This is an optimization exercise on Yosys and OpenROAD, whose aim is small area and a short achievable clock period, not a production implementation.
RTL that was checked went through simulation tests only; none was proved equivalent to the original.
No functional check of the RTL was part of run 1.
No driver is modelled on the clock port, so clocking that relies on it looks cheaper here than on a real chip.
Power and IR drop assume default switching activity.

==> flow/design.v (outline; a module is shown in full before it is edited, if it fits) <==
// module fa: 10 lines
// module ha: 9 lines
// module karatsaub: 2936 lines
module karatsaub (
    input             clk,
    input             rst,
    input             in_valid,
    input      [31:0] in_a,
    input      [31:0] in_b,
    output            out_valid,
    output reg [63:0] out_c
);
  // ...
==> flow/flow/run.sh <==
#!/bin/bash
# Layout flow: the standard synthesis unchanged, then the standard ORFS
# layout steps with timing repair aimed below the clock period (a larger
# setup slack margin), and before CTS the port buffers made plain
# buffers (pre_cts.tcl).  Each step's output goes to its own log.
set -e
bash standard.sh synth > synth.log 2>&1
bash standard.sh SETUP_SLACK_MARGIN=6.95 PRE_CTS_TCL=$PWD/flow/pre_cts.tcl HOOK_IN_BUF=sky130_fd_sc_hd__buf_1 HOOK_OUT_BUF=sky130_fd_sc_hd__buf_4 HOOK_FF_SIZE=2  finish > layout.log 2>&1
==> flow/flow/pre_cts.tcl <==
# Port buffers: plain buffers instead of delay cells; output-stage flops
# one size up.  Only drive strengths and buffer types change.
set block [ord::get_db_block]
foreach bterm [$block getBTerms] {
  set net [$bterm getNet]
  if {$net == "NULL"} continue
  set name [$bterm getName]
  if {$name == "clk"} continue
  if {[$bterm getIoType] == "INPUT"} {
    foreach it [$net getITerms] {
      set inst [$it getInst]
      set m [[$inst getMaster] getName]
      if {[string match "*dlybuf*" $m] || [string match "*dlygate*" $m]} {
        replace_cell [$inst getName] $::env(HOOK_IN_BUF)
      }
    }
  } else {
    foreach it [$net getITerms] {
      if {![$it isOutputSignal]} continue
      set inst [$it getInst]
      replace_cell [$inst getName] $::env(HOOK_OUT_BUF)
      # the flop behind the output buffer
      foreach it2 [$inst getITerms] {
        if {![$it2 isInputSignal]} continue
        set n2 [$it2 getNet]
        foreach it3 [$n2 getITerms] {
          if {![$it3 isOutputSignal]} continue
          set f [$it3 getInst]
          set fm [[$f getMaster] getName]
          if {[regsub {_1$} $fm "_$::env(HOOK_FF_SIZE)" nm]} {
            if {[string match "*df*" $fm]} { replace_cell [$f getName] $nm }
          }
        }
      }
    }
  }
}
==> flow/standard.sh <==
#!/bin/bash
# synth_recipe.tcl (not shown) runs the flow's synth.tcl, then flattens the netlist and writes it again
# the make line also repeats each setting of config.mk as NAME=value (left out here)
make -C /OpenROAD-flow-scripts/flow DESIGN_CONFIG=/design/flow/config.mk WORK_HOME=/design/flow/orfs CLKGATE_MAP_FILE= SYNTH_SCRIPT=/design/flow/synth_recipe.tcl "${@:-finish}"
==> flow/config.mk <==
export PLATFORM = sky130hd
export DESIGN_NAME = karatsaub
export DESIGN_NICKNAME = karatsaub
export VERILOG_FILES = /design/flow/design.v
export SDC_FILE = /design/flow/constraint.sdc
export NUM_CORES = 4
export LEC_CHECK = 0
export ABC_AREA = 1
export CAP_MARGIN = 20
export CORE_MARGIN = 2
export CORE_UTILIZATION = 60
export CTS_CLUSTER_DIAMETER = 200
export CTS_CLUSTER_SIZE = 15
export SLEW_MARGIN = 20
export SYNTH_HIERARCHICAL = 1
==> flow/constraint.sdc <==
create_clock -name core_clock -period 10.0 [get_ports {clk}]
set_input_delay 2.0000 -clock core_clock [delete_from_list [all_inputs] [get_ports {clk}]]
set_output_delay 2.0000 -clock core_clock [all_outputs]
set_load 0.01 [all_outputs]
==> notes.md, run 1 <==
vias in the first global route=25800; Max Used Layer=met5; Synth Area in XOR/XNOR=0.151; share of post-route cells with drive strength above 1=0.105; CTS tree=built; hold slack=0.324 ns; worst vdd ir=0.197 mV; Seq Cell Count=471; Total Routed Length=97.9 mm; setup slack after layout=6.92 ns; DR WL/cell=26.6 um; post-route antenna net violation count=0; met2 wire length=44.1 mm; first-pass GRT wire length=150 mm; worst path required time=8.00 ns; Synth top area share=0.314; global route overflow=0; kind of critical path=reg -> out; CP max stage cell=dfrtp_2; status=no timing/DRC/antenna violations; Setup violations, final=0; combinational family with the most area after synthesis=adder cells; Logic inverters=147; n_diodes=0; multi-input combinational area share=0.616; Final Wtd Congestion=0.875; Clock Skews=0.0363 ns; worst-skew pair later-pin latency=0.59 ns; Final Hold Fails=0; Die Y=236 um; core footprint=53600 um^2
==> run 2: changes to the inputs <==
--- a/flow/design.v
+++ b/flow/design.v
@@ -347,18 +347,20 @@
     reg r2_n1216_1;
     reg r2_n1217_0;
     reg r2_n1217_1;
     reg r3_n1218_0;
     reg r2_n1220_0;
     reg r2_n1220_1;
     reg r2_n1223_0;
     reg r3_n1224_0;
+    reg r3_n1224_1;
     reg r2_n1225_1;
     reg r2_n1226_0;
+    reg r3_n1226_0;
     reg r2_n1226_1;
     reg r2_n1227_0;
     reg r3_n1228_0;
     reg r2_n1229_0;
     reg r2_n1230_0;
     reg r3_n1230_0;
     reg r3_n1231_0;
     reg r3_n1231_1;
@@ -374,16 +376,17 @@
     reg r3_n1236_1;
     reg r3_n1237_0;
     reg r3_n1237_1;
     reg r3_n1238_0;
     reg r3_n1238_1;
     reg r3_n1239_0;
     reg r3_n1239_1;
     reg r3_n1240_0;
+    reg r3_n1240_1;
     reg r3_n1241_0;
     reg r3_n1242_0;
     reg r3_n1242_1;
     reg r3_n1243_0;
     reg r3_n1244_0;
     reg r3_n1244_1;
     reg r3_n1245_0;
     reg r3_n1246_0;
@@ -409,39 +412,36 @@
     reg r3_n1258_0;
     reg r3_n1258_1;
     reg r3_n1259_0;
     reg r3_n1259_1;
     reg r3_n1260_0;
     reg r3_n1260_1;
     reg r3_n1261_0;
     reg r3_n1261_1;
-    reg r3_n1262_0;
-    reg r3_n1262_1;
     reg r3_n1263_0;
     reg r3_n1281;
     reg r3_n1283;
     reg r3_n1285;
     reg r3_n1287;
     reg r3_n1289;
     reg r3_n1291;
     reg r3_n1293;
-    reg r2_n1307;
-    reg r3_n1331;
-    reg r3_n1373;
-    reg r2_n1623;
-    reg r3_n1623;
-    reg r2_n1624;
-    reg r3_n1624;
-    reg r2_n1625;
-    reg r3_n1625;
-    reg r3_n1626;
-    reg r3_n1627;
-    reg r3_n1628;
-    reg r3_n1629;
+    reg r2_n1305;
+    reg r3_n1336;
+    reg r2_n1480;
+    reg r3_n1480;
+    reg r2_n1481;
+    reg r3_n1481;
+    reg r2_n1482;
+    reg r3_n1482;
+    reg r3_n1483;
+    reg r3_n1484;
+    reg r3_n1485;
+    reg r3_n1486;
     wire n64 = ~in_a[0];
     wire n65 = ~in_a[1];
     wire n66 = ~in_a[2];
     wire n67 = ~in_a[3];
     wire n68 = ~in_a[4];
     wire n69 = ~in_a[5];
     wire n70 = ~in_a[6];
     wire n71 = ~in_a[7];
@@ -2189,17 +2189,17 @@
     ha u1258 (.a(n1188_1), .b(n1194_0), .s(n1258_0), .co(n1258_1));
     wire n1259_0, n1259_1;
     ha u1259 (.a(n1200_1), .b(n1205_0), .s(n1259_0), .co(n1259_1));
     wire n1260_0, n1260_1;
     ha u1260 (.a(n1210_1), .b(n1214_0), .s(n1260_0), .co(n1260_1));
     wire n1261_0, n1261_1;
     ha u1261 (.a(n1218_1), .b(n1221_0), .s(n1261_0), .co(n1261_1));
     wire n1262_0, n1262_1;
-    ha u1262 (.a(n1224_1), .b(r2_n1226_0), .s(n1262_0), .co(n1262_1));
+    ha u1262 (.a(r3_n1224_1), .b(r3_n1226_0), .s(n1262_0), .co(n1262_1));
     wire n1263_0, n1263_1;
     ha u1263 (.a(n1228_1), .b(r2_n1229_0), .s(n1263_0), .co(n1263_1));
     wire n1264 = n99 & n1230_1;
     wire n1266 = n705_0 & n704_0;
     wire n1267 = n709_0 & r2_n707_0;
     wire n1268 = n715_0 & n712_0;
     wire n1269 = r3_n1231_0 & r3_n719_0;
     wire n1270 = r3_n733_0 & r3_n728_0;
@@ -2230,327 +2230,184 @@
     wire n1295 = r3_n1254_0 & r3_n1120_0;
     wire n1296 = r3_n1255_0 & r3_n1140_0;
     wire n1297 = r3_n1256_0 & r3_n1158_0;
     wire n1298 = r3_n1257_0 & r3_n1174_0;
     wire n1299 = r3_n1258_0 & r3_n1188_0;
     wire n1300 = r3_n1259_0 & r3_n1200_0;
     wire n1301 = r3_n1260_0 & r3_n1210_0;
     wire n1302 = r3_n1261_0 & r3_n1218_0;
-    wire n1303 = r3_n1262_0 & r3_n1224_0;
-    wire n1305 = n704_0 & n1264;
-    wire n1307 = n1266 & n1264;
-    wire n1309 = n712_0 & n1267;
-    wire n1310 = n1268 & n1267;
-    wire n1311 = r3_n728_0 & r3_n1231_1;
-    wire n1312 = r3_n728_0 & n1269;
-    wire n1313 = n1270 & r3_n1231_1;
-    wire n1314 = n1270 & n1269;
-    wire n1315 = r3_n752_0 & r3_n1232_1;
-    wire n1316 = r3_n752_0 & n1271;
-    wire n1317 = n1272 & r3_n1232_1;
-    wire n1318 = n1272 & n1271;
-    wire n1319 = r3_n784_0 & n1273;
-    wire n1320 = r3_n784_0 & n1274;
-    wire n1321 = r3_n1234_1 | (n1275 & n1273);
-    wire n1322 = n1275 & n1274;
-    wire n1323 = r3_n824_0 & r3_n1235_1;
-    wire n1324 = r3_n824_0 & n1276;
-    wire n1325 = r3_n1236_1 | (n1277 & r3_n1235_1);
-    wire n1326 = n1277 & n1276;
-    wire n1327 = r3_n872_0 & r3_n1237_1;
-    wire n1328 = r3_n872_0 & n1278;
-    wire n1329 = r3_n1238_1 | (n1279 & r3_n1237_1);
-    wire n1330 = n1279 & n1278;
-    wire n1331 = n1240_1 | (n1240_0 & n1239_1);
-    wire n1332 = r3_n1240_0 & n1280;
-    wire n1333 = r3_n1281 | (n1282 & r3_n1239_1);
-    wire n1334 = n1282 & n1280;
-    wire n1335 = r3_n1244_1 | (r3_n1244_0 & r3_n1283);
-    wire n1336 = r3_n1244_0 & n1284;
-    wire n1337 = r3_n1285 | (n1286 & r3_n1283);
-    wire n1338 = n1286 & n1284;
-    wire n1339 = r3_n1248_1 | (r3_n1248_0 & r3_n1287);
-    wire n1340 = r3_n1248_0 & n1288;
-    wire n1341 = r3_n1289 | (n1290 & r3_n1287);
-    wire n1342 = n1290 & n1288;
-    wire n1343 = r3_n1252_1 | (r3_n1252_0 & r3_n1291);
-    wire n1344 = r3_n1252_0 & n1292;
-    wire n1345 = r3_n1293 | (n1294 & r3_n1291);
-    wire n1346 = n1294 & n1292;
-    wire n1347 = r3_n1140_0 & r3_n1254_1;
-    wire n1348 = r3_n1140_0 & n1295;
-    wire n1349 = r3_n1255_1 | (n1296 & r3_n1254_1);
-    wire n1350 = n1296 & n1295;
-    wire n1351 = r3_n1174_0 & r3_n1256_1;
-    wire n1352 = r3_n1174_0 & n1297;
-    wire n1353 = r3_n1257_1 | (n1298 & r3_n1256_1);
-    wire n1354 = n1298 & n1297;
-    wire n1355 = r3_n1200_0 & r3_n1258_1;
-    wire n1356 = r3_n1200_0 & n1299;
-    wire n1357 = r3_n1259_1 | (n1300 & r3_n1258_1);
-    wire n1358 = n1300 & n1299;
-    wire n1359 = r3_n1218_0 & r3_n1260_1;
-    wire n1360 = r3_n1218_0 & n1301;
-    wire n1361 = r3_n1261_1 | (n1302 & r3_n1260_1);
-    wire n1362 = n1302 & n1301;
-    wire n1363 = r3_n1228_0 & r3_n1262_1;
-    wire n1364 = r3_n1228_0 & n1303;
-    wire n1367 = r2_n707_0 & r2_n1307;
-    wire n1369 = n1267 & r2_n1307;
-    wire n1371 = n1309 & r2_n1307;
-    wire n1373 = n1310 & r2_n1307;
-    wire n1375 = r3_n739_0 & n1313;
-    wire n1376 = r3_n739_0 & n1314;
-    wire n1377 = r3_n1232_1 | (n1271 & n1313);
-    wire n1378 = n1271 & n1314;
-    wire n1379 = n1315 | (n1316 & n1313);
-    wire n1380 = n1316 & n1314;
-    wire n1381 = n1317 | (n1318 & n1313);
-    wire n1382 = n1318 & n1314;
-    wire n1383 = r3_n803_0 & n1321;
-    wire n1384 = r3_n803_0 & n1322;
-    wire n1385 = r3_n1235_1 | (n1276 & n1321);
-    wire n1386 = n1276 & n1322;
-    wire n1387 = n1323 | (n1324 & n1321);
-    wire n1388 = n1324 & n1322;
-    wire n1389 = n1325 | (n1326 & n1321);
-    wire n1390 = n1326 & n1322;
-    wire n1391 = r3_n899_0 & n1329;
-    wire n1392 = r3_n899_0 & n1330;
-    wire n1393 = r3_n1239_1 | (n1280 & n1329);
-    wire n1394 = n1280 & n1330;
-    wire n1395 = r3_n1331 | (n1332 & n1329);
-    wire n1396 = n1332 & n1330;
-    wire n1397 = n1333 | (n1334 & n1329);
-    wire n1398 = n1334 & n1330;
-    wire n1399 = r3_n1246_1 | (r3_n1246_0 & n1337);
-    wire n1400 = r3_n1246_0 & n1338;
-    wire n1401 = r3_n1287 | (n1288 & n1337);
-    wire n1402 = n1288 & n1338;
-    wire n1403 = n1339 | (n1340 & n1337);
-    wire n1404 = n1340 & n1338;
-    wire n1405 = n1341 | (n1342 & n1337);
-    wire n1406 = n1342 & n1338;
-    wire n1407 = r3_n1120_0 & n1345;
-    wire n1408 = r3_n1120_0 & n1346;
-    wire n1409 = r3_n1254_1 | (n1295 & n1345);
-    wire n1410 = n1295 & n1346;
-    wire n1411 = n1347 | (n1348 & n1345);
-    wire n1412 = n1348 & n1346;
-    wire n1413 = n1349 | (n1350 & n1345);
-    wire n1414 = n1350 & n1346;
-    wire n1415 = r3_n1188_0 & n1353;
-    wire n1416 = r3_n1188_0 & n1354;
-    wire n1417 = r3_n1258_1 | (n1299 & n1353);
-    wire n1418 = n1299 & n1354;
-    wire n1419 = n1355 | (n1356 & n1353);
-    wire n1420 = n1356 & n1354;
-    wire n1421 = n1357 | (n1358 & n1353);
-    wire n1422 = n1358 & n1354;
-    wire n1423 = r3_n1224_0 & n1361;
-    wire n1424 = r3_n1224_0 & n1362;
-    wire n1425 = r3_n1262_1 | (n1303 & n1361);
-    wire n1426 = n1303 & n1362;
-    wire n1427 = n1363 | (n1364 & n1361);
-    wire n1428 = n1364 & n1362;
-    wire n1431 = r3_n719_0 & r3_n1373;
-    wire n1433 = r3_n1231_1 | (n1269 & r3_n1373);
-    wire n1435 = n1311 | (n1312 & r3_n1373);
-    wire n1437 = n1313 | (n1314 & r3_n1373);
-    wire n1439 = n1375 | (n1376 & r3_n1373);
-    wire n1441 = n1377 | (n1378 & r3_n1373);
-    wire n1443 = n1379 | (n1380 & r3_n1373);
-    wire n1445 = n1381 | (n1382 & r3_n1373);
-    wire n1447 = r3_n847_0 & n1389;
-    wire n1448 = r3_n847_0 & n1390;
-    wire n1449 = r3_n1237_1 | (n1278 & n1389);
-    wire n1450 = n1278 & n1390;
-    wire n1451 = n1327 | (n1328 & n1389);
-    wire n1452 = n1328 & n1390;
-    wire n1453 = n1329 | (n1330 & n1389);
-    wire n1454 = n1330 & n1390;
-    wire n1455 = n1391 | (n1392 & n1389);
-    wire n1456 = n1392 & n1390;
-    wire n1457 = n1393 | (n1394 & n1389);
-    wire n1458 = n1394 & n1390;
-    wire n1459 = n1395 | (n1396 & n1389);
-    wire n1460 = n1396 & n1390;
-    wire n1461 = n1397 | (n1398 & n1389);
-    wire n1462 = n1398 & n1390;
-    wire n1463 = r3_n1250_1 | (r3_n1250_0 & n1405);
-    wire n1464 = r3_n1250_0 & n1406;
-    wire n1465 = r3_n1291 | (n1292 & n1405);
-    wire n1466 = n1292 & n1406;
-    wire n1467 = n1343 | (n1344 & n1405);
-    wire n1468 = n1344 & n1406;
-    wire n1469 = n1345 | (n1346 & n1405);
-    wire n1470 = n1346 & n1406;
-    wire n1471 = n1407 | (n1408 & n1405);
-    wire n1472 = n1408 & n1406;
-    wire n1473 = n1409 | (n1410 & n1405);
-    wire n1474 = n1410 & n1406;
-    wire n1475 = n1411 | (n1412 & n1405);
-    wire n1476 = n1412 & n1406;
-    wire n1477 = n1413 | (n1414 & n1405);
-    wire n1478 = n1414 & n1406;
-    wire n1479 = r3_n1210_0 & n1421;
-    wire n1480 = r3_n1210_0 & n1422;
-    wire n1481 = r3_n1260_1 | (n1301 & n1421);
-    wire n1482 = n1301 & n1422;
-    wire n1483 = n1359 | (n1360 & n1421);
-    wire n1484 = n1360 & n1422;
-    wire n1485 = n1361 | (n1362 & n1421);
-    wire n1486 = n1362 & n1422;
-    wire n1487 = n1423 | (n1424 & n1421);
-    wire n1488 = n1424 & n1422;
-    wire n1489 = n1425 | (n1426 & n1421);
-    wire n1490 = n1426 & n1422;
-    wire n1491 = n1427 | (n1428 & n1421);
-    wire n1492 = n1428 & n1422;
-    wire n1495 = r3_n1233_1 | (r3_n1233_0 & n1445);
-    wire n1497 = n1273 | (n1274 & n1445);
-    wire n1499 = n1319 | (n1320 & n1445);
-    wire n1501 = n1321 | (n1322 & n1445);
-    wire n1503 = n1383 | (n1384 & n1445);
-    wire n1505 = n1385 | (n1386 & n1445);
-    wire n1507 = n1387 | (n1388 & n1445);
-    wire n1509 = n1389 | (n1390 & n1445);
-    wire n1511 = n1447 | (n1448 & n1445);
-    wire n1513 = n1449 | (n1450 & n1445);
-    wire n1515 = n1451 | (n1452 & n1445);
-    wire n1517 = n1453 | (n1454 & n1445);
-    wire n1519 = n1455 | (n1456 & n1445);
-    wire n1521 = n1457 | (n1458 & n1445);
-    wire n1523 = n1459 | (n1460 & n1445);
-    wire n1525 = n1461 | (n1462 & n1445);
-    wire n1527 = r3_n1158_0 & n1477;
-    wire n1528 = r3_n1158_0 & n1478;
-    wire n1529 = r3_n1256_1 | (n1297 & n1477);
-    wire n1530 = n1297 & n1478;
-    wire n1531 = n1351 | (n1352 & n1477);
-    wire n1532 = n1352 & n1478;
-    wire n1533 = n1353 | (n1354 & n1477);
-    wire n1534 = n1354 & n1478;
-    wire n1535 = n1415 | (n1416 & n1477);
-    wire n1536 = n1416 & n1478;
-    wire n1537 = n1417 | (n1418 & n1477);
-    wire n1538 = n1418 & n1478;
-    wire n1539 = n1419 | (n1420 & n1477);
-    wire n1540 = n1420 & n1478;
-    wire n1541 = n1421 | (n1422 & n1477);
-    wire n1542 = n1422 & n1478;
-    wire n1543 = n1479 | (n1480 & n1477);
-    wire n1544 = n1480 & n1478;
-    wire n1545 = n1481 | (n1482 & n1477);
-    wire n1546 = n1482 & n1478;
-    wire n1547 = n1483 | (n1484 & n1477);
-    wire n1548 = n1484 & n1478;
-    wire n1549 = n1485 | (n1486 & n1477);
-    wire n1550 = n1486 & n1478;
-    wire n1551 = n1487 | (n1488 & n1477);
-    wire n1552 = n1488 & n1478;
-    wire n1553 = n1489 | (n1490 & n1477);
-    wire n1554 = n1490 & n1478;
-    wire n1555 = n1491 | (n1492 & n1477);
-    wire n1556 = n1492 & n1478;
-    wire n1559 = r3_n1242_1 | (r3_n1242_0 & n1525);
-    wire n1561 = r3_n1283 | (n1284 & n1525);
-    wire n1563 = n1335 | (n1336 & n1525);
-    wire n1565 = n1337 | (n1338 & n1525);
-    wire n1567 = n1399 | (n1400 & n1525);
-    wire n1569 = n1401 | (n1402 & n1525);
-    wire n1571 = n1403 | (n1404 & n1525);
-    wire n1573 = n1405 | (n1406 & n1525);
-    wire n1575 = n1463 | (n1464 & n1525);
-    wire n1577 = n1465 | (n1466 & n1525);
-    wire n1579 = n1467 | (n1468 & n1525);
-    wire n1581 = n1469 | (n1470 & n1525);
-    wire n1583 = n1471 | (n1472 & n1525);
-    wire n1585 = n1473 | (n1474 & n1525);
-    wire n1587 = n1475 | (n1476 & n1525);
-    wire n1589 = n1477 | (n1478 & n1525);
-    wire n1591 = n1527 | (n1528 & n1525);
-    wire n1593 = n1529 | (n1530 & n1525);
-    wire n1595 = n1531 | (n1532 & n1525);
-    wire n1597 = n1533 | (n1534 & n1525);
-    wire n1599 = n1535 | (n1536 & n1525);
-    wire n1601 = n1537 | (n1538 & n1525);
-    wire n1603 = n1539 | (n1540 & n1525);
-    wire n1605 = n1541 | (n1542 & n1525);
-    wire n1607 = n1543 | (n1544 & n1525);
-    wire n1609 = n1545 | (n1546 & n1525);
-    wire n1611 = n1547 | (n1548 & n1525);
-    wire n1613 = n1549 | (n1550 & n1525);
-    wire n1615 = n1551 | (n1552 & n1525);
-    wire n1617 = n1553 | (n1554 & n1525);
-    wire n1619 = n1555 | (n1556 & n1525);
-    wire n1623 = n99 ^ n1230_1;
-    wire n1624 = n704_0 ^ n1264;
-    wire n1625 = n705_0 ^ n1305;
-    wire n1626 = r2_n707_0 ^ r2_n1307;
-    wire n1627 = n709_0 ^ n1367;
-    wire n1628 = n712_0 ^ n1369;
-    wire n1629 = n715_0 ^ n1371;
-    wire n1630 = r3_n719_0 ^ r3_n1373;
-    wire n1631 = r3_n1231_0 ^ n1431;
-    wire n1632 = r3_n728_0 ^ n1433;
-    wire n1633 = r3_n733_0 ^ n1435;
-    wire n1634 = r3_n739_0 ^ n1437;
-    wire n1635 = r3_n1232_0 ^ n1439;
-    wire n1636 = r3_n752_0 ^ n1441;
-    wire n1637 = r3_n759_0 ^ n1443;
-    wire n1638 = r3_n1233_0 ^ n1445;
-    wire n1639 = r3_n775_0 ^ n1495;
-    wire n1640 = r3_n784_0 ^ n1497;
-    wire n1641 = r3_n1234_0 ^ n1499;
-    wire n1642 = r3_n803_0 ^ n1501;
-    wire n1643 = r3_n1235_0 ^ n1503;
-    wire n1644 = r3_n824_0 ^ n1505;
-    wire n1645 = r3_n1236_0 ^ n1507;
-    wire n1646 = r3_n847_0 ^ n1509;
-    wire n1647 = r3_n1237_0 ^ n1511;
-    wire n1648 = r3_n872_0 ^ n1513;
-    wire n1649 = r3_n1238_0 ^ n1515;
-    wire n1650 = r3_n899_0 ^ n1517;
-    wire n1651 = r3_n1239_0 ^ n1519;
-    wire n1652 = r3_n1240_0 ^ n1521;
-    wire n1653 = r3_n1241_0 ^ n1523;
-    wire n1654 = r3_n1242_0 ^ n1525;
-    wire n1655 = r3_n1243_0 ^ n1559;
-    wire n1656 = r3_n1244_0 ^ n1561;
-    wire n1657 = r3_n1245_0 ^ n1563;
-    wire n1658 = r3_n1246_0 ^ n1565;
-    wire n1659 = r3_n1247_0 ^ n1567;
-    wire n1660 = r3_n1248_0 ^ n1569;
-    wire n1661 = r3_n1249_0 ^ n1571;
-    wire n1662 = r3_n1250_0 ^ n1573;
-    wire n1663 = r3_n1251_0 ^ n1575;
-    wire n1664 = r3_n1252_0 ^ n1577;
-    wire n1665 = r3_n1253_0 ^ n1579;
-    wire n1666 = r3_n1120_0 ^ n1581;
-    wire n1667 = r3_n1254_0 ^ n1583;
-    wire n1668 = r3_n1140_0 ^ n1585;
-    wire n1669 = r3_n1255_0 ^ n1587;
-    wire n1670 = r3_n1158_0 ^ n1589;
-    wire n1671 = r3_n1256_0 ^ n1591;
-    wire n1672 = r3_n1174_0 ^ n1593;
-    wire n1673 = r3_n1257_0 ^ n1595;
-    wire n1674 = r3_n1188_0 ^ n1597;
-    wire n1675 = r3_n1258_0 ^ n1599;
-    wire n1676 = r3_n1200_0 ^ n1601;
-    wire n1677 = r3_n1259_0 ^ n1603;
-    wire n1678 = r3_n1210_0 ^ n1605;
-    wire n1679 = r3_n1260_0 ^ n1607;
-    wire n1680 = r3_n1218_0 ^ n1609;
-    wire n1681 = r3_n1261_0 ^ n1611;
-    wire n1682 = r3_n1224_0 ^ n1613;
-    wire n1683 = r3_n1262_0 ^ n1615;
-    wire n1684 = r3_n1228_0 ^ n1617;
-    wire n1685 = r3_n1263_0 ^ n1619;
+    wire n1303 = n1262_0 & r3_n1224_0;
+    wire n1305 = n1266 & n1264;
+    wire n1307 = n1268 & n1267;
+    wire n1308 = n1270 & r3_n1231_1;
+    wire n1309 = n1270 & n1269;
+    wire n1310 = n1272 & r3_n1232_1;
+    wire n1311 = n1272 & n1271;
+    wire n1312 = r3_n1234_1 | (n1275 & n1273);
+    wire n1313 = n1275 & n1274;
+    wire n1314 = r3_n1236_1 | (n1277 & r3_n1235_1);
+    wire n1315 = n1277 & n1276;
+    wire n1316 = r3_n1238_1 | (n1279 & r3_n1237_1);
+    wire n1317 = n1279 & n1278;
+    wire n1318 = r3_n1281 | (n1282 & r3_n1239_1);
+    wire n1319 = n1282 & n1280;
+    wire n1320 = r3_n1285 | (n1286 & r3_n1283);
+    wire n1321 = n1286 & n1284;
+    wire n1322 = r3_n1289 | (n1290 & r3_n1287);
+    wire n1323 = n1290 & n1288;
+    wire n1324 = r3_n1293 | (n1294 & r3_n1291);
+    wire n1325 = n1294 & n1292;
+    wire n1326 = r3_n1255_1 | (n1296 & r3_n1254_1);
+    wire n1327 = n1296 & n1295;
+    wire n1328 = r3_n1257_1 | (n1298 & r3_n1256_1);
+    wire n1329 = n1298 & n1297;
+    wire n1330 = r3_n1259_1 | (n1300 & r3_n1258_1);
+    wire n1331 = n1300 & n1299;
+    wire n1332 = r3_n1261_1 | (n1302 & r3_n1260_1);
+    wire n1333 = n1302 & n1301;
+    wire n1336 = n1307 & r2_n1305;
+    wire n1338 = n1310 | (n1311 & n1308);
+    wire n1339 = n1311 & n1309;
+    wire n1340 = n1314 | (n1315 & n1312);
+    wire n1341 = n1315 & n1313;
+    wire n1342 = n1318 | (n1319 & n1316);
+    wire n1343 = n1319 & n1317;
+    wire n1344 = n1322 | (n1323 & n1320);
+    wire n1345 = n1323 & n1321;
+    wire n1346 = n1326 | (n1327 & n1324);
+    wire n1347 = n1327 & n1325;
+    wire n1348 = n1330 | (n1331 & n1328);
+    wire n1349 = n1331 & n1329;
+    wire n1352 = n1338 | (n1339 & r3_n1336);
+    wire n1354 = n1342 | (n1343 & n1340);
+    wire n1355 = n1343 & n1341;
+    wire n1356 = n1346 | (n1347 & n1344);
+    wire n1357 = n1347 & n1345;
+    wire n1360 = n1354 | (n1355 & n1352);
+    wire n1366 = n1356 | (n1357 & n1360);
+    wire n1368 = n1340 | (n1341 & n1352);
+    wire n1370 = n1344 | (n1345 & n1360);
+    wire n1372 = n1348 | (n1349 & n1366);
+    wire n1374 = n1308 | (n1309 & r3_n1336);
+    wire n1376 = n1312 | (n1313 & n1352);
+    wire n1378 = n1316 | (n1317 & n1368);
+    wire n1380 = n1320 | (n1321 & n1360);
+    wire n1382 = n1324 | (n1325 & n1370);
+    wire n1384 = n1328 | (n1329 & n1366);
+    wire n1386 = n1332 | (n1333 & n1372);
+    wire n1388 = n1267 & r2_n1305;
+    wire n1390 = r3_n1231_1 | (n1269 & r3_n1336);
+    wire n1392 = r3_n1232_1 | (n1271 & n1374);
+    wire n1394 = n1273 | (n1274 & n1352);
+    wire n1396 = r3_n1235_1 | (n1276 & n1376);
+    wire n1398 = r3_n1237_1 | (n1278 & n1368);
+    wire n1400 = r3_n1239_1 | (n1280 & n1378);
+    wire n1402 = r3_n1283 | (n1284 & n1360);
+    wire n1404 = r3_n1287 | (n1288 & n1380);
+    wire n1406 = r3_n1291 | (n1292 & n1370);
+    wire n1408 = r3_n1254_1 | (n1295 & n1382);
+    wire n1410 = r3_n1256_1 | (n1297 & n1366);
+    wire n1412 = r3_n1258_1 | (n1299 & n1384);
+    wire n1414 = r3_n1260_1 | (n1301 & n1372);
+    wire n1416 = n1262_1 | (n1303 & n1386);
+    wire n1418 = n704_0 & n1264;
+    wire n1420 = r2_n707_0 & r2_n1305;
+    wire n1422 = n712_0 & n1388;
+    wire n1424 = r3_n719_0 & r3_n1336;
+    wire n1426 = r3_n728_0 & n1390;
+    wire n1428 = r3_n739_0 & n1374;
+    wire n1430 = r3_n752_0 & n1392;
+    wire n1432 = r3_n1233_1 | (r3_n1233_0 & n1352);
+    wire n1434 = r3_n784_0 & n1394;
+    wire n1436 = r3_n803_0 & n1376;
+    wire n1438 = r3_n824_0 & n1396;
+    wire n1440 = r3_n847_0 & n1368;
+    wire n1442 = r3_n872_0 & n1398;
+    wire n1444 = r3_n899_0 & n1378;
+    wire n1446 = r3_n1240_1 | (r3_n1240_0 & n1400);
+    wire n1448 = r3_n1242_1 | (r3_n1242_0 & n1360);
+    wire n1450 = r3_n1244_1 | (r3_n1244_0 & n1402);
+    wire n1452 = r3_n1246_1 | (r3_n1246_0 & n1380);
+    wire n1454 = r3_n1248_1 | (r3_n1248_0 & n1404);
+    wire n1456 = r3_n1250_1 | (r3_n1250_0 & n1370);
+    wire n1458 = r3_n1252_1 | (r3_n1252_0 & n1406);
+    wire n1460 = r3_n1120_0 & n1382;
+    wire n1462 = r3_n1140_0 & n1408;
+    wire n1464 = r3_n1158_0 & n1366;
+    wire n1466 = r3_n1174_0 & n1410;
+    wire n1468 = r3_n1188_0 & n1384;
+    wire n1470 = r3_n1200_0 & n1412;
+    wire n1472 = r3_n1210_0 & n1372;
+    wire n1474 = r3_n1218_0 & n1414;
+    wire n1476 = r3_n1224_0 & n1386;
+    wire n1478 = r3_n1228_0 & n1416;
+    wire n1480 = n99 ^ n1230_1;
+    wire n1481 = n704_0 ^ n1264;
+    wire n1482 = n705_0 ^ n1418;
+    wire n1483 = r2_n707_0 ^ r2_n1305;
+    wire n1484 = n709_0 ^ n1420;
+    wire n1485 = n712_0 ^ n1388;
+    wire n1486 = n715_0 ^ n1422;
+    wire n1487 = r3_n719_0 ^ r3_n1336;
+    wire n1488 = r3_n1231_0 ^ n1424;
+    wire n1489 = r3_n728_0 ^ n1390;
+    wire n1490 = r3_n733_0 ^ n1426;
+    wire n1491 = r3_n739_0 ^ n1374;
+    wire n1492 = r3_n1232_0 ^ n1428;
+    wire n1493 = r3_n752_0 ^ n1392;
+    wire n1494 = r3_n759_0 ^ n1430;
+    wire n1495 = r3_n1233_0 ^ n1352;
+    wire n1496 = r3_n775_0 ^ n1432;
+    wire n1497 = r3_n784_0 ^ n1394;
+    wire n1498 = r3_n1234_0 ^ n1434;
+    wire n1499 = r3_n803_0 ^ n1376;
+    wire n1500 = r3_n1235_0 ^ n1436;
+    wire n1501 = r3_n824_0 ^ n1396;
+    wire n1502 = r3_n1236_0 ^ n1438;
+    wire n1503 = r3_n847_0 ^ n1368;
+    wire n1504 = r3_n1237_0 ^ n1440;
+    wire n1505 = r3_n872_0 ^ n1398;
+    wire n1506 = r3_n1238_0 ^ n1442;
+    wire n1507 = r3_n899_0 ^ n1378;
+    wire n1508 = r3_n1239_0 ^ n1444;
+    wire n1509 = r3_n1240_0 ^ n1400;
+    wire n1510 = r3_n1241_0 ^ n1446;
+    wire n1511 = r3_n1242_0 ^ n1360;
+    wire n1512 = r3_n1243_0 ^ n1448;
+    wire n1513 = r3_n1244_0 ^ n1402;
+    wire n1514 = r3_n1245_0 ^ n1450;
+    wire n1515 = r3_n1246_0 ^ n1380;
+    wire n1516 = r3_n1247_0 ^ n1452;
+    wire n1517 = r3_n1248_0 ^ n1404;
+    wire n1518 = r3_n1249_0 ^ n1454;
+    wire n1519 = r3_n1250_0 ^ n1370;
+    wire n1520 = r3_n1251_0 ^ n1456;
+    wire n1521 = r3_n1252_0 ^ n1406;
+    wire n1522 = r3_n1253_0 ^ n1458;
+    wire n1523 = r3_n1120_0 ^ n1382;
+    wire n1524 = r3_n1254_0 ^ n1460;
+    wire n1525 = r3_n1140_0 ^ n1408;
+    wire n1526 = r3_n1255_0 ^ n1462;
+    wire n1527 = r3_n1158_0 ^ n1366;
+    wire n1528 = r3_n1256_0 ^ n1464;
+    wire n1529 = r3_n1174_0 ^ n1410;
+    wire n1530 = r3_n1257_0 ^ n1466;
+    wire n1531 = r3_n1188_0 ^ n1384;
+    wire n1532 = r3_n1258_0 ^ n1468;
+    wire n1533 = r3_n1200_0 ^ n1412;
+    wire n1534 = r3_n1259_0 ^ n1470;
+    wire n1535 = r3_n1210_0 ^ n1372;
+    wire n1536 = r3_n1260_0 ^ n1472;
+    wire n1537 = r3_n1218_0 ^ n1414;
+    wire n1538 = r3_n1261_0 ^ n1474;
+    wire n1539 = r3_n1224_0 ^ n1386;
+    wire n1540 = n1262_0 ^ n1476;
+    wire n1541 = r3_n1228_0 ^ n1416;
+    wire n1542 = r3_n1263_0 ^ n1478;
     always @(posedge clk) begin
         r1_in_b_1 <= in_b[1];
         r1_in_b_3 <= in_b[3];
         r1_in_b_5 <= in_b[5];
         r1_in_b_7 <= in_b[7];
         r1_in_b_9 <= in_b[9];
         r1_in_b_11 <= in_b[11];
         r1_in_b_13 <= in_b[13];
@@ -2860,18 +2717,20 @@
         r2_n1216_1 <= n1216_1;
         r2_n1217_0 <= n1217_0;
         r2_n1217_1 <= n1217_1;
         r3_n1218_0 <= n1218_0;
         r2_n1220_0 <= n1220_0;
         r2_n1220_1 <= n1220_1;
         r2_n1223_0 <= n1223_0;
         r3_n1224_0 <= n1224_0;
+        r3_n1224_1 <= n1224_1;
         r2_n1225_1 <= n1225_1;
         r2_n1226_0 <= n1226_0;
+        r3_n1226_0 <= r2_n1226_0;
         r2_n1226_1 <= n1226_1;
         r2_n1227_0 <= n1227_0;
         r3_n1228_0 <= n1228_0;
         r2_n1229_0 <= n1229_0;
         r2_n1230_0 <= n1230_0;
         r3_n1230_0 <= r2_n1230_0;
         r3_n1231_0 <= n1231_0;
         r3_n1231_1 <= n1231_1;
@@ -2887,16 +2746,17 @@
         r3_n1236_1 <= n1236_1;
         r3_n1237_0 <= n1237_0;
         r3_n1237_1 <= n1237_1;
         r3_n1238_0 <= n1238_0;
         r3_n1238_1 <= n1238_1;
         r3_n1239_0 <= n1239_0;
         r3_n1239_1 <= n1239_1;
         r3_n1240_0 <= n1240_0;
+        r3_n1240_1 <= n1240_1;
         r3_n1241_0 <= n1241_0;
         r3_n1242_0 <= n1242_0;
         r3_n1242_1 <= n1242_1;
         r3_n1243_0 <= n1243_0;
         r3_n1244_0 <= n1244_0;
         r3_n1244_1 <= n1244_1;
         r3_n1245_0 <= n1245_0;
         r3_n1246_0 <= n1246_0;
@@ -2922,36 +2782,33 @@
         r3_n1258_0 <= n1258_0;
         r3_n1258_1 <= n1258_1;
         r3_n1259_0 <= n1259_0;
         r3_n1259_1 <= n1259_1;
         r3_n1260_0 <= n1260_0;
         r3_n1260_1 <= n1260_1;
         r3_n1261_0 <= n1261_0;
         r3_n1261_1 <= n1261_1;
-        r3_n1262_0 <= n1262_0;
-        r3_n1262_1 <= n1262_1;
         r3_n1263_0 <= n1263_0;
         r3_n1281 <= n1281;
         r3_n1283 <= n1283;
         r3_n1285 <= n1285;
         r3_n1287 <= n1287;
         r3_n1289 <= n1289;
         r3_n1291 <= n1291;
         r3_n1293 <= n1293;
-        r2_n1307 <= n1307;
-        r3_n1331 <= n1331;
-        r3_n1373 <= n1373;
-        r2_n1623 <= n1623;
-        r3_n1623 <= r2_n1623;
-        r2_n1624 <= n1624;
-        r3_n1624 <= r2_n1624;
-        r2_n1625 <= n1625;
-        r3_n1625 <= r2_n1625;
-        r3_n1626 <= n1626;
-        r3_n1627 <= n1627;
-        r3_n1628 <= n1628;
-        r3_n1629 <= n1629;
+        r2_n1305 <= n1305;
+        r3_n1336 <= n1336;
+        r2_n1480 <= n1480;
+        r3_n1480 <= r2_n1480;
+        r2_n1481 <= n1481;
+        r3_n1481 <= r2_n1481;
+        r2_n1482 <= n1482;
+        r3_n1482 <= r2_n1482;
+        r3_n1483 <= n1483;
+        r3_n1484 <= n1484;
+        r3_n1485 <= n1485;
+        r3_n1486 <= n1486;
     end
     always @(posedge clk) begin
-        out_c <= {n1685, n1684, n1683, n1682, n1681, n1680, n1679, n1678, n1677, n1676, n1675, n1674, n1673, n1672, n1671, n1670, n1669, n1668, n1667, n1666, n1665, n1664, n1663, n1662, n1661, n1660, n1659, n1658, n1657, n1656, n1655, n1654, n1653, n1652, n1651, n1650, n1649, n1648, n1647, n1646, n1645, n1644, n1643, n1642, n1641, n1640, n1639, n1638, n1637, n1636, n1635, n1634, n1633, n1632, n1631, n1630, r3_n1629, r3_n1628, r3_n1627, r3_n1626, r3_n1625, r3_n1624, r3_n1623, r3_n1230_0};
+        out_c <= {n1542, n1541, n1540, n1539, n1538, n1537, n1536, n1535, n1534, n1533, n1532, n1531, n1530, n1529, n1528, n1527, n1526, n1525, n1524, n1523, n1522, n1521, n1520, n1519, n1518, n1517, n1516, n1515, n1514, n1513, n1512, n1511, n1510, n1509, n1508, n1507, n1506, n1505, n1504, n1503, n1502, n1501, n1500, n1499, n1498, n1497, n1496, n1495, n1494, n1493, n1492, n1491, n1490, n1489, n1488, n1487, r3_n1486, r3_n1485, r3_n1484, r3_n1483, r3_n1482, r3_n1481, r3_n1480, r3_n1230_0};
     end
 endmodule
--- a/flow/config.mk
+++ b/flow/config.mk
@@ -8,8 +8,9 @@
 export ABC_AREA = 1
 export CAP_MARGIN = 20
 export CORE_MARGIN = 2
 export CORE_UTILIZATION = 60
 export CTS_CLUSTER_DIAMETER = 200
 export CTS_CLUSTER_SIZE = 15
 export SLEW_MARGIN = 20
 export SYNTH_HIERARCHICAL = 1
+export TNS_END_PERCENT = 20
==> run 2 against run 1 <==
  * Final area is 3.3% lower
  * Area after synthesis decreased by 3.1%
  * Clock skew down 0.0042 ns
  * Die area shrank 3.1%
  * Sequential share of layout area up 0.92 points
  * Synthesized cell count shrank 9.9%
  * Final cell count down 8.6%
  * Clock power barely moved
  * Critical path depth stayed put
  * Via count down 8.2%
  * Largest cell class unchanged
  * Largest power group unchanged
==> notes.md, run 2 <==
biggest regs=out_c x64, vld x4; Worst-Margin Slew=1.07 ns; Max stage delay on crit path=0.40 ns; most area-hungry cell type in the Yosys netlist=fa_1; kind of critical path=reg -> out; final cell count without fillers=3363; most frequent cells in the layout=551 x xor2_1, 509 x fa_1, 496 x o22ai_1; post-route antenna net violation count=0 (unchanged); most common cell after layout, fill and taps aside=xor2_1; fraction of the yosys area taken by sequential cells=0.301; Synth warnings=7; DR WL/cell=27.8 um (+4.3%); Die ar.=54200 um^2; Die Y=233 um (-1.5%); Iter 0 DRT Violations=2580; initial antenna violation count=1; pin count of the biggest net entering global routing=36; status=no timing/DRC/antenna violations; DRC violations left=0; n_diodes=0 (unchanged); Layout Nets=3339; Final Hold Fails=0 (unchanged); fin crit period=3.10 ns; synthesis-to-finish area growth=6.41%; Synth top area share=0.324 (+0.0101); number of port buffers=131; RSZ-0062 raised after global routing=yes; max reg flops=64; Via density=6.51; Worst Path Arrival=1.10 ns; syn avg cell area=11.4 um^2; via count=21900; worst-skew pair later-pin latency=0.60 ns (about the same); Starting Density=0.610; share of post-route cells with drive strength above 1=0.107 (+0.00238); Post-synth EDFFs=0; worst hold path class=reg -> reg; Setup violations, final=0 (unchanged); power density cells=337 nW/um^2; Worst-path clk slew=0.06 ns; total CTS buffers=37; Leak Pwr=13.9 nW; ranking of synthesized cells by area=fa_1 32%, dfxtp_1 30%, xor2_1 15%; core footprint=51500 um^2 (-3.9%); setup slack at placement=6.78 ns; CTS Sinks=471; Max Clock Freq=322 MHz; setup tns final=0 ns; critical path cell sequence=buf_6; Crit Path Max Fanout=1; Die X=233 um; setup slack after layout=6.90 ns (-0.0207 ns); Final Wtd Congestion=0.878 (+0.37%); met3 usage=0.116; critical path startpoint category=flop; crit path buf inv count=1; CP max stage cell=dfrtp_2; CTS tree=built; cell family with most CP delay=flip-flops; met1 GRT Util=0.490; Post-Place Cells=3321; GRT Overall Usage=0.355; vias in the first global route=23600 (-8.7%); Netlist cell types=32; Final period util=0.310; Final Slew Violations=0; Critical Path Sink Type=output pin; Main synth FF type=dfxtp_1; Reg with most FFs=out_c; Yosys reg bits=471; max-cap violations=0; first-pass GRT wire length=143 mm (-4.6%); count leader, synth=xor2_1; global route overflow=0 (unchanged); synth cell count leaders=551 x xor2_1, 509 x fa_1, 496 x o22ai_1; worst path required time=8.00 ns (about the same); DP HPWL=57.3 mm; M2 GR Usage=0.519; cell area after synthesis=31400 um^2; Total Routed Length=93.3 mm (-4.6%); Rows=83; Synth Instances=2753; Clock Skews=0.0321 ns (-0.00422 ns); drt pass-1 iters=7; Worst slew margin=0.284; Async SR Flop Fraction=0.00849; busiest grt layer=met2; IO Count=132; worst vdd ir=0.195 mV (-1.2%)
-- run 2: path summary, 6_finish.rpt --
| check | start | endpoint | slack [ns] | depth (start not counted) |
|---|---|---|---|---|
| max reg2reg | r1_n600$_DFF_P_ | r2_n924_0$_DFF_P_ | 6.90 | 5 |
| min reg2reg | r3_n1483$_DFF_P_ | out_c[4]$_DFF_P_ | 0.33 | 0 |
| min in group asynchronous | rst | vld[0]$_DFF_PP0_ | 1.26 | 2 |
| min | r3_n1483$_DFF_P_ | out_c[4]$_DFF_P_ | 0.33 | 0 |
| max in group asynchronous | rst | vld[3]$_DFF_PP0_ | 8.58 | 2 |
| max | vld[3]$_DFF_PP0_ | out_valid | 6.90 | 1 |
-- run 2: cells by family (layout without fill, tap and decap cells) --
kind of cell,after synthesis,in the layout,share of synthesized area
AOI/OAI and AO/OA,541,541,0.108
other,1,16,0.000119
xor gates and xnor gates,574,574,0.160
adders and majority gates,592,592,0.357
and+or+nand+nor,208,208,0.0280
DFF,471,471,0.301
buffers and inverters,366,281,0.0456
-- run 2: repair_timing --
item / 4_1_cts / 5_1_grt
hold buffers: 0 / 0
buffers inserted: 0 / 0
gates resized for setup: 3 / 49
endpoints found under the setup margin: 68 / 112
pin swaps: 0 / 0
gates cloned: 0 / 0
-- run 2: modules after synthesis (local to each module, per instance) --
module | area (um^2) | cells inside | times used
fa | 20.0 | 1 | 509
ha | 12.5 | 1 | 51
karatsaub | 20600 | 2193 | 1
-- run 2: area by class of cell --
cell class              instances  area (um^2)
multi-input cells            1931        20600
fillers                      4041        18100
flip-flops and latches        471         9720
repair buffers                163          998
clock buffers                  38          930
well taps                     680          851
inverters                      76          285
clock inverters                 4         52.6
-- run 2: per-stage QoR --
stage	hold slack (ns)	utilization	cell area, um^2	power [mW]
3_3_place_gp	0.316	0.637	32800	9.81
4_1_cts	0.321	0.647	33300	11.4
3_5_place_dp	0.314	0.637	32800	10.0
6_report	0.329	0.649	33400	11.3
2_1_floorplan	0.310	-	31500	7.58
5_1_grt	0.338	0.649	33400	12.5
-- run 2: per-layer routing --
metal	share of wire	vias up
met2	0.43	1643
met4	0.046	2
met3	0.13	390
li1	-	8929
met1	0.39	10900
met5	0.00014	-
-- run 2: report_power, final --
| group | switching (mW) | total, mW | internal [mW] |
|---|---|---|---|
| logic | 3.30 | 6.29 | 2.99 |
| clock network | 0.681 | 1.35 | 0.667 |
| registers | 0.652 | 3.62 | 2.96 |
==> run 3: changes to the inputs <==
--- a/flow/config.mk
+++ b/flow/config.mk
@@ -14,3 +14,2 @@
 export SLEW_MARGIN = 20
 export SYNTH_HIERARCHICAL = 1
-export TNS_END_PERCENT = 20
==> run 3 against run 2 <==
  * Still clean
  * Area after synthesis is the same
  * Clock power is essentially flat
  * First-iteration DRC count shrank 7.8%
  * Setup slack is essentially flat
  * Via count shrank 0.54%
  * Final cell count is the same
  * Utilization grew 0.19 points
  * Clock skew shrank 0.0025 ns
  * Critical path type unchanged
  * Largest power group unchanged
==> notes.md, run 3 <==
status=no timing/DRC/antenna violations; Die X=233 um (unchanged); Yosys reg bits=471 (unchanged); RR Endpoint=r2_n869_0$_DFF_P_; Worst Path Arrival=1.10 ns (about the same); GRT Overall Usage=0.355 (about the same); DR WL/cell=27.8 um (about the same); worst-skew pair later-pin latency=0.59 ns (about the same); Crit Path Max Fanout=1 (unchanged); setup slack at placement=6.78 ns (unchanged); setup slack after layout=6.90 ns (+0.000420 ns); Via density=6.48 (-0.54%); Total Routed Length=93.3 mm (about the same); CTS Sinks=471 (unchanged); Netlist cell types=32 (unchanged); met3 usage=0.117 (+0.000735); Synth Instances=2753 (unchanged); Critical R2R Launch=r1_n457$_DFF_P_; most common cell after layout, fill and taps aside=xor2_1; Async SR Flop Fraction=0.00849 (unchanged); multi-input logic area=20600 um^2 (unchanged); fin crit period=3.10 ns (-0.000420 ns); kind of critical path=reg -> out; worst vdd ir=0.199 mV (+2.1%); met1 GRT Util=0.488 (-0.00148); global route overflow=0 (unchanged); Reg2Reg Depth=5 (unchanged); worst hold path class=reg -> reg; critical path cell sequence=buf_6; Max stage delay on crit path=0.40 ns (about the same); Final Slew Violations=0 (unchanged); DRC violations left=0 (unchanged); Switching Fraction=0.411 (-0.000821); Layout Nets=3339 (unchanged); Die Y=233 um (unchanged); Sw Pwr=4.64 mW (+0.13%); M2 GR Usage=0.519 (about the same); Rows=83 (unchanged); Leak Pwr=13.9 nW (+0.24%); crit path buf inv count=1 (unchanged); Power Internal=6.65 mW (+0.47%); final design utilization=0.651 (+0.00194); number of port buffers=131 (unchanged); Reg with most FFs=out_c; reg-to-reg setup timing slack=6.95 ns (+0.05 ns); Final Wtd Congestion=0.878 (unchanged); pin count of the biggest net entering global routing=36 (unchanged); most area-hungry cell type in the Yosys netlist=fa_1; CTS tree=built; final cell count without fillers=3363 (unchanged); post-cts hold buffer count=0 (unchanged); combinational power share=0.560 (about the same); Synth top area share=0.324 (unchanged); Layout fillers=4024 (-0.42%); Setup crit end=out_valid; Die ar.=54200 um^2 (unchanged); DP HPWL=57.3 mm (unchanged); syn avg cell area=11.4 um^2 (unchanged); Post-Place Cells=3321 (unchanged); Worst-path clk slew=0.08 ns (+0.02 ns); total CTS buffers=37 (unchanged); share of post-route cells with drive strength above 1=0.107 (unchanged); cell area after synthesis=31400 um^2 (unchanged); Clock power frac=0.119 (about the same); biggest regs=out_c x64, vld x4; core footprint=51500 um^2 (unchanged); Final period util=0.310 (about the same); ranking of synthesized cells by area=fa_1 32%, dfxtp_1 30%, xor2_1 15%; Worst-Margin Slew=1.03 ns (-0.0470 ns); fraction of the yosys area taken by sequential cells=0.301 (unchanged); CP Depth=1 (unchanged); Starting Density=0.610 (unchanged); max reg flops=64 (unchanged); synthesis-to-finish area growth=6.73%; drt pass-1 iters=5 (-2); critical path startpoint category=flop; first-pass GRT wire length=143 mm (about the same); via count=21800 (-0.54%); Final Hold Fails=0 (unchanged); Critical Path Sink Type=output pin; CP max stage cell=dfrtp_2; Worst slew margin=0.315 (+0.0313); Synth warnings=7 (unchanged); initial antenna violation count=1 (unchanged); IO Count=132 (unchanged); Worst Setup SP=vld[3]$_DFF_PP0_; Setup violations, final=0 (unchanged); power density cells=337 nW/um^2 (about the same); vias in the first global route=23600 (+0.20%); post-route antenna net violation count=0 (unchanged); n_diodes=0 (unchanged); count leader, synth=xor2_1; worst path required time=8.00 ns (about the same); synth cell count leaders=551 x xor2_1, 509 x fa_1, 496 x o22ai_1; max-cap violations=0 (unchanged); Placed Area=32800 um^2 (unchanged); setup tns final=0 ns (unchanged); Clock Skews=0.0296 ns (-0.00249 ns); Post-synth EDFFs=0 (unchanged); Final Cell Area=33500 um^2 (+0.30%); Main synth FF type=dfxtp_1; Sequential Power Share=0.321 (about the same); most frequent cells in the layout=551 x xor2_1, 509 x fa_1, 496 x o22ai_1; RSZ-0062 raised after global routing=yes; cell family with most CP delay=flip-flops; sequential cell area=9730 um^2 (about the same); Iter 0 DRT Violations=2380 (-7.8%); Max Clock Freq=322 MHz (about the same); busiest grt layer=met2
==> run 3: changes by cell type in the layout (fill, tap and decap cells not counted) <==
cell | before | now
buf_6 | 4 | 30
dfxtp_4 | 45 | 46
dfxtp_2 | 84 | 83
buf_4 | 92 | 66
==> run 3: cells by family (layout without fill, tap and decap cells) <==
logic type               count (synthesis)  count (layout)  synth area share
buffers and inverters                  366             281            0.0456
adder cells (fa/ha/maj)                592             592             0.357
AND/OR/NAND/NOR                        208             208            0.0280
flip-flops                             471             471             0.301
AO/OA/AOI/OAI                          541             541             0.108
XOR/XNOR                               574             574             0.160
other                                    1              16          0.000119
==> run 3: how the worst min path moves through the flow <==
stage | startpoint | cells past startpoint | endpoint
final | r2_n1226_0$_DFF_P_ | 0 | r3_n1226_0$_DFF_P_
after global routing | r3_n1481$_DFF_P_ | 0 | out_c[2]$_DFF_P_
after CTS | r2_n1226_0$_DFF_P_ | 0 | r3_n1226_0$_DFF_P_
after detailed placement | r3_n1482$_DFF_P_ | 0 | out_c[3]$_DFF_P_
after global placement | r2_n1482$_DFF_P_ | 0 | r3_n1482$_DFF_P_
after floorplan | r3_n1230_0$_DFF_P_ | 0 | out_c[0]$_DFF_P_
==> run 3: metal layers <==
layer  routed length [um]  vias up  part of all wire
met5                   13        -           0.00014
met4                 4000        2             0.043
met3                12100      357              0.13
met2                40500     1573              0.43
met1                36700    10900              0.39
li1                     -     8936                 -
==> run 3: area by class of cell <==
cell class,instances,area share
multi-input combinational,1931,0.614
sequential,471,0.290
timing repair buffer,163,0.0327
clock buffer,38,0.0277
tap,680,0.0254
inverter,76,0.00851
clock inverter,4,0.00157
==> run 3: timing repair <==
item | in CTS | in global routing
resized for setup | 36 | 43
endpoints found under the setup margin | 68 | 84
buffers inserted | 0 | 0
==> run 3: stage by stage <==
stage / total power [mW] / hold WS (ns)
floorplan: 7.58 / 0.310
global placement: 9.81 / 0.316
detailed placement: 10.0 / 0.314
CTS: 11.4 / 0.321
global route: 12.6 / 0.338
finish: 11.3 / 0.329
==> run 3: modules after synthesis, one instance, submodules excluded <==
module	area [um^2]	cells inside	times used	flops+latches
karatsaub	20600	2193	1	471
fa	20.0	1	509	0
ha	12.5	1	51	0
==> run 3: power by group through the flow <==
stage | logic [mW] | registers [mW] | clock network (mW)
2_1_floorplan | 4.20 | 3.38 | 0
3_3_place_gp | 6.20 | 3.60 | 0
3_5_place_dp | 6.41 | 3.61 | 0
4_1_cts | 6.45 | 3.61 | 1.38
5_1_grt | 7.40 | 3.70 | 1.45
6_report | 6.32 | 3.63 | 1.35
==> run 4: changes to the inputs <==
--- a/flow/flow/run.sh
+++ b/flow/flow/run.sh
@@ -6,3 +6,3 @@
 set -e
 bash standard.sh synth > synth.log 2>&1
-bash standard.sh SETUP_SLACK_MARGIN=6.95 PRE_CTS_TCL=$PWD/flow/pre_cts.tcl HOOK_IN_BUF=sky130_fd_sc_hd__buf_1 HOOK_OUT_BUF=sky130_fd_sc_hd__buf_4 HOOK_FF_SIZE=2  finish > layout.log 2>&1
+bash standard.sh SETUP_SLACK_MARGIN=6.95 PRE_CTS_TCL=$PWD/flow/pre_cts.tcl HOOK_IN_BUF=sky130_fd_sc_hd__buf_1 HOOK_OUT_BUF=sky130_fd_sc_hd__buf_2 HOOK_FF_SIZE=2 HOOK_R1_SIZE=  finish > layout.log 2>&1
--- a/flow/flow/pre_cts.tcl
+++ b/flow/flow/pre_cts.tcl
@@ -36,2 +36,16 @@
   }
 }
+if {[info exists ::env(HOOK_R1_SIZE)] && $::env(HOOK_R1_SIZE) != ""} {
+  foreach inst [$block getInsts] {
+    set iname [$inst getName]
+    if {![string match "r1_*" $iname]} continue
+    set m [[$inst getMaster] getName]
+    if {![string match "*dfxtp*" $m]} continue
+    foreach it [$inst getITerms] {
+      if {![$it isOutputSignal]} continue
+      set n [$it getNet]
+      if {$n == "NULL"} continue
+      if {[llength [$n getITerms]] > 17} { replace_cell $iname sky130_fd_sc_hd__dfxtp_$::env(HOOK_R1_SIZE) }
+    }
+  }
+}
--- a/flow/config.mk
+++ b/flow/config.mk
@@ -6,5 +6,4 @@
 export NUM_CORES = 4
 export LEC_CHECK = 0
-export ABC_AREA = 1
 export CAP_MARGIN = 20
 export CORE_MARGIN = 2
==> run 4 against run 3 <==
  * Hold slack worse by 0.0023 ns
  * Critical path type unchanged
  * Still clean
  * Count of clock-buffer cells in the layout up 1
  * Via count up 1.4%
  * Largest cell class unchanged
==> notes.md, run 4 <==
status=no timing/DRC/antenna violations; drt pass-1 iters=7 (+2); Starting Density=0.608 (-0.00207); Critical R2R Launch=r1_in_b_23$_DFF_P_; Placed Area=32600 um^2 (-0.51%); Layout fillers=4070 (+1.1%); sequential cell area=9700 um^2 (-0.32%); syn avg cell area=11.6 um^2 (+1.6%); hold wc startpoint=r3_n1481$_DFF_P_; IO Count=132 (unchanged); most area-hungry cell type in the Yosys netlist=fa_1; power density cells=344 nW/um^2 (+2.1%); synth cell count leaders=551 x xnor2_1, 509 x fa_1, 496 x o22ai_1; Die ar.=53800 um^2 (-0.73%); multi-input logic area=20600 um^2 (-0.16%); Netlist cell types=42 (+31%); Synth Instances=2690 (-2.3%); setup tns final=0 ns (unchanged); Reg with most FFs=out_c; Reg2Reg Depth=6 (+1); cell area after synthesis=31200 um^2 (-0.74%); RSZ-0062 raised after global routing=yes; CTS tree=built; Final Slew Violations=0 (unchanged); Final Hold Fails=0 (unchanged); setup bufs post-CTS=0 (unchanged); Worst-Margin Slew=1.04 ns (+0.0114 ns); Worst slew margin=0.308 (-0.00761); Synth top area share=0.327 (+0.00242); Final period util=0.308 (-0.00237); share of post-route cells with drive strength above 1=0.103 (-0.00472); via count=22100 (+1.4%); worst-skew pair later-pin latency=0.59 ns (about the same); CTS Sinks=471 (unchanged); pin count of the biggest net entering global routing=66 (+83%); count leader, synth=xnor2_1; fin crit period=3.08 ns (-0.0237 ns); reg-to-reg setup timing slack=6.93 ns (-0.02 ns); Setup violations, final=0 (unchanged); Die X=232 um (-0.37%); Leak Pwr=12.1 nW (-13%); hold path cells=0 (unchanged); Async SR Flop Fraction=0.00849 (unchanged); Via density=6.68 (+3.0%); Main synth FF type=dfxtp_1; Total Routed Length=95.4 mm (+2.2%); RR Endpoint=r2_n1095_0$_DFF_P_; first-pass GRT wire length=146 mm (+1.4%); n_diodes=0 (unchanged); GRT Overall Usage=0.364 (+0.00859); most frequent cells in the layout=551 x xnor2_1, 509 x fa_1, 496 x o22ai_1; total power=11.4 mW (+0.83%); Final Wtd Congestion=0.859 (-2.1%); DP HPWL=58.8 mm (+2.6%); Post-synth EDFFs=0 (unchanged); max-cap violations=0 (unchanged); synthesis-to-finish area growth=6.21%; Worst Path Arrival=1.08 ns (-0.02 ns); hold endpoint=out_c[2]$_DFF_P_; Critical Path Sink Type=output pin; Yosys reg bits=471 (unchanged); Synth warnings=7 (unchanged); Max Clock Freq=325 MHz (+0.77%); Rows=83 (unchanged); fraction of the yosys area taken by sequential cells=0.303 (+0.00224); most common cell after layout, fill and taps aside=xnor2_1; Iter 0 DRT Violations=2550 (+7.1%); Clock Skews=0.0387 ns (+0.00907 ns); worst path required time=8.00 ns (about the same); initial antenna violation count=0 (-1); vias in the first global route=24000 (+1.7%); global route overflow=0 (unchanged); Die Y=232 um (-0.37%); Layout Nets=3287 (-1.6%); critical path cell sequence=buf_6; number of port buffers=131 (unchanged); cell family with most CP delay=flip-flops; total CTS buffers=37 (unchanged); crit path buf inv count=1 (unchanged); ranking of synthesized cells by area=fa_1 33%, dfxtp_1 30%, xnor2_1 15%; max reg flops=64 (unchanged); biggest regs=out_c x64, vld x4; Worst-path clk slew=0.07 ns (about the same); Crit Path Max Fanout=1 (unchanged); kind of critical path=reg -> out; core footprint=51300 um^2 (-0.40%); critical path startpoint category=flop; worst vdd ir=0.298 mV (+50%); worst hold path class=reg -> reg; Final Cell Area=33100 um^2 (-1.2%); DRC violations left=0 (unchanged); post-route antenna net violation count=0 (unchanged); DR WL/cell=28.8 um (+3.8%); Max stage delay on crit path=0.40 ns (about the same); CP max stage cell=dfrtp_2
## run 4: layer usage
metal | vias to the layer above | GRT usage | part of all wire
li1 | 8867 | - | -
met1 | 11000 | 0.465 | 0.36
met2 | 1786 | 0.556 | 0.45
met3 | 443 | 0.118 | 0.14
met4 | 0 | 0.187 | 0.055
met5 | - | 0 | 0
## run 4: metrics by stage
| step | hold slack [ns] | utilization | cells | setup WS [ns] |
|---|---|---|---|---|
| 6_report | 0.327 | 0.646 | 3311 | 6.92 |
| 3_3_place_gp | 0.313 | 0.636 | 3269 | 6.61 |
| 2_1_floorplan | 0.310 | - | 2705 | 7.00 |
| 3_5_place_dp | 0.314 | 0.636 | 3269 | 6.67 |
| 4_1_cts | 0.328 | 0.644 | 3311 | 6.90 |
| 5_1_grt | 0.331 | 0.646 | 3311 | 6.90 |
## run 4: modules after synthesis (local to each module, per instance)
module,cell area (um^2),copies in the design
karatsaub,20400,1
ha,12.5,51
fa,20.0,509
## run 4: worst max-delay path by stage
stage                                 start  slack [ns]  cells past startpoint                 to
after detailed placement  r1_in_b_1$_DFF_P_        6.67                      5  r2_n970_0$_DFF_P_
after CTS                  vld[3]$_DFF_PP0_        6.90                      1          out_valid
final                      vld[3]$_DFF_PP0_        6.92                      1          out_valid
after global routing       vld[3]$_DFF_PP0_        6.90                      1          out_valid
after global placement       r1_n97$_DFF_P_        6.61                      5  r2_n939_0$_DFF_P_
after floorplan           r1_in_b_1$_DFF_P_        7.00                      6  r2_n970_0$_DFF_P_
## run 4: logic make-up after synthesis
| group | Yosys count | synth area share |
|---|---|---|
| XOR/XNOR | 574 | 0.161 |
| other | 1 | 0.000120 |
| flip-flops | 471 | 0.303 |
| AO/OA/AOI/OAI | 565 | 0.115 |
| adder cells (fa/ha/maj) | 592 | 0.360 |
| AND/OR/NAND/NOR | 158 | 0.0207 |
| buffers and inverters | 329 | 0.0396 |
## run 4: final cells by class
type,instances,share of cell area
multi-input cells,1905,0.621
flip-flops and latches,471,0.293
clock buffers,39,0.0282
well taps,680,0.0257
repair buffers,159,0.0248
inverters,54,0.00703
clock inverters,3,0.000869
## run 4: report_power, final
part | total [mW] | internal, mW | switching [mW]
Combinational | 6.41 | 3.04 | 3.37
Sequential | 3.64 | 2.96 | 0.674
Clock | 1.34 | 0.665 | 0.677
## run 4: what timing repair did
action / CTS / global route
endpoints found under the hold margin: 0 / 0
hold buffers: 0 / 0
resized for setup: 38 / 26
gates cloned: 0 / 0
pin swaps: 0 / 0
endpoints found under the setup margin: 76 / 75
==> run 5: changes to the inputs <==
--- a/flow/config.mk
+++ b/flow/config.mk
@@ -8,5 +8,5 @@
 export CAP_MARGIN = 20
 export CORE_MARGIN = 2
-export CORE_UTILIZATION = 60
+export CORE_UTILIZATION = 70
 export CTS_CLUSTER_DIAMETER = 200
 export CTS_CLUSTER_SIZE = 15
==> run 5 against run 4 <==
  * Setup slack worse by 0.050 ns
  * Utilization increased by 10 points
  * Area after synthesis unchanged
  * Hold slack improved by 0.00069 ns
  * Combinational power increased by 2%
  * First-iteration DRC count up 16%
  * Final cell count fell by 2.1%
  * Synthesized cell count did not move
  * Routed wire length decreased by 2.6%
  * Sequential share of layout area decreased by 0.21 points
  * Maximum frequency decreased by 1.6%
  * Total power is 0.11% lower
  * Highest routed layer unchanged
==> notes.md, run 5 <==
status=no timing/DRC/antenna violations; Main synth FF type=dfxtp_1; Yosys reg bits=471 (unchanged); DP HPWL=57.5 mm (-2.2%); Netlist cell types=42 (unchanged); Clock power frac=0.117 (about the same); Synth warnings=7 (unchanged); Reg with most FFs=out_c; Worst-path clk slew=0.07 ns (about the same); Max Clock Freq=320 MHz (-1.6%); Final period util=0.313 (+0.00495); synthesis-to-finish area growth=6.03%; cell area after synthesis=31200 um^2 (unchanged); setup tns final=0 ns (unchanged); Leak Pwr=12.2 nW (+0.68%); Iter 0 DRT Violations=2959 (+16%); DRC violations left=0 (unchanged); fraction of the yosys area taken by sequential cells=0.303 (unchanged); Worst slew margin=0.301 (-0.00650); most common cell after layout, fill and taps aside=xnor2_1; count leader, synth=xnor2_1; Worst Path Arrival=3.55 ns (+2.47 ns); Crit Path Max Fanout=32 (+31); DR WL/cell=28.6 um (-0.56%); Synth top area share=0.327 (unchanged); worst-skew pair later-pin latency=0.59 ns (about the same); Power Internal=6.67 mW (about the same); critical path startpoint category=flop; synth cell count leaders=551 x xnor2_1, 509 x fa_1, 496 x o22ai_1; combinational power share=0.573 (+0.010); pin count of the biggest net entering global routing=66 (unchanged); final cell count without fillers=3242 (-2.1%); CTS Sinks=471 (unchanged); kind of critical path=reg -> reg; Synth Instances=2690 (unchanged); syn avg cell area=11.6 um^2 (unchanged); number of port buffers=131 (unchanged); GRT Overall Usage=0.412 (+0.0485); Sw Pwr=4.71 mW (-0.29%); power density cells=344 nW/um^2 (about the same); Layout fillers=3094 (-24%); share of post-route cells with drive strength above 1=0.100 (-0.00258); via count=22600 (+2.2%); Post-synth EDFFs=0 (unchanged); Via density=6.96 (+4.3%); Post-Place Cells=3200 (-2.1%); ranking of synthesized cells by area=fa_1 33%, dfxtp_1 30%, xnor2_1 15%; setup bufs post-CTS=0 (unchanged); drt pass-1 iters=8 (+1)
## run 5: cell count changes in the layout (fill, tap and decap cells not counted)
cell	before	now
buf_4	21	42
clkbuf_1	2	1
clkbuf_8	0	1
inv_4	10	12
inv_2	5	4
dfxtp_2	73	71
dfxtp_4	41	19
buf_6	9	5
buf_8	0	1
dfxtp_1	353	377
diode_2	0	1
inv_6	3	2
## run 5: logic make-up (layout without fill, tap and decap cells)
logic type | Yosys count | after routing | share of synthesized area
fa+ha+maj | 592 | 592 | 0.360
xor+xnor | 574 | 574 | 0.161
compound gates | 565 | 565 | 0.115
flops | 471 | 471 | 0.303
buf+inv | 329 | 273 | 0.0396
simple gates | 158 | 158 | 0.0207
other cells | 1 | 17 | 0.000120
## run 5: critical path, stage by stage (launching register included)
cell and delay [ns]:
dfxtp_2 1.03, o22ai_1 0.24, xnor2_1 0.23, fa_1 0.45, fa_1 0.57, fa_1 0.46
## run 5: cell type report
type | instances | area (um^2) | share of cell area
multi-input combinational | 1905 | 20600 | 0.622
tap | 592 | 741 | 0.0224
antenna | 1 | 2.50 | 0.0000757
timing repair buffer | 178 | 963 | 0.0291
inverter | 54 | 233 | 0.00704
clock inverter | 3 | 28.8 | 0.000870
sequential | 471 | 9610 | 0.291
clock buffer | 38 | 930 | 0.0281
## run 5: timing repair
action / CTS / global route
endpoints found under the setup margin: 39 / 67
hold buffers: 0 / 0
resized for setup: 15 / 28
gates cloned: 0 / 0
## run 5: power by group through the flow
stage | clock network (mW) | logic (mW) | registers, mW
detailed placement | 0 | 6.61 | 3.54
floorplan | 0 | 4.26 | 3.40
global placement | 0 | 6.34 | 3.50
finish | 1.33 | 6.52 | 3.53
CTS | 1.35 | 6.62 | 3.52
global route | 1.42 | 7.49 | 3.61
## run 5: worst paths after layout
check | startpoint | to | slack [ns] | cells after the start
min in group asynchronous | rst | vld[2]$_DFF_PP0_ | 1.28 | 2
max | r1_n636$_DFF_P_ | r2_n1001_0$_DFF_P_ | 6.87 | 5
min | r3_n1481$_DFF_P_ | out_c[2]$_DFF_P_ | 0.33 | 0
min reg2reg | r3_n1481$_DFF_P_ | out_c[2]$_DFF_P_ | 0.33 | 0
max in group asynchronous | rst | vld[3]$_DFF_PP0_ | 8.56 | 2
max reg2reg | r1_n636$_DFF_P_ | r2_n1001_0$_DFF_P_ | 6.87 | 5
## run 5: modules after synthesis, one instance, submodules excluded
module | cell area, um^2 | cells inside
karatsaub | 20400 | 2130
ha | 12.5 | 1
fa | 20.0 | 1
## run 5: metal layers
metal / GRT usage / share of wire / up-vias
li1: - / - / 8888
met1: 0.508 / 0.34 / 11100
met2: 0.633 / 0.45 / 2002
met3: 0.146 / 0.15 / 633
met4: 0.242 / 0.072 / 0
met5: 0 / 0 / -
## run 5: per-stage QoR
stage / hold WS (ns) / instance area (um^2) / utilization / worst slack (ns)
floorplan: 0.310 / 31200 / - / 7.00
global placement: 0.312 / 32600 / 0.740 / 6.70
detailed placement: 0.312 / 32700 / 0.740 / 6.84
CTS: 0.327 / 33000 / 0.748 / 6.89
global route: 0.332 / 33100 / 0.749 / 6.88
finish: 0.327 / 33100 / 0.749 / 6.87
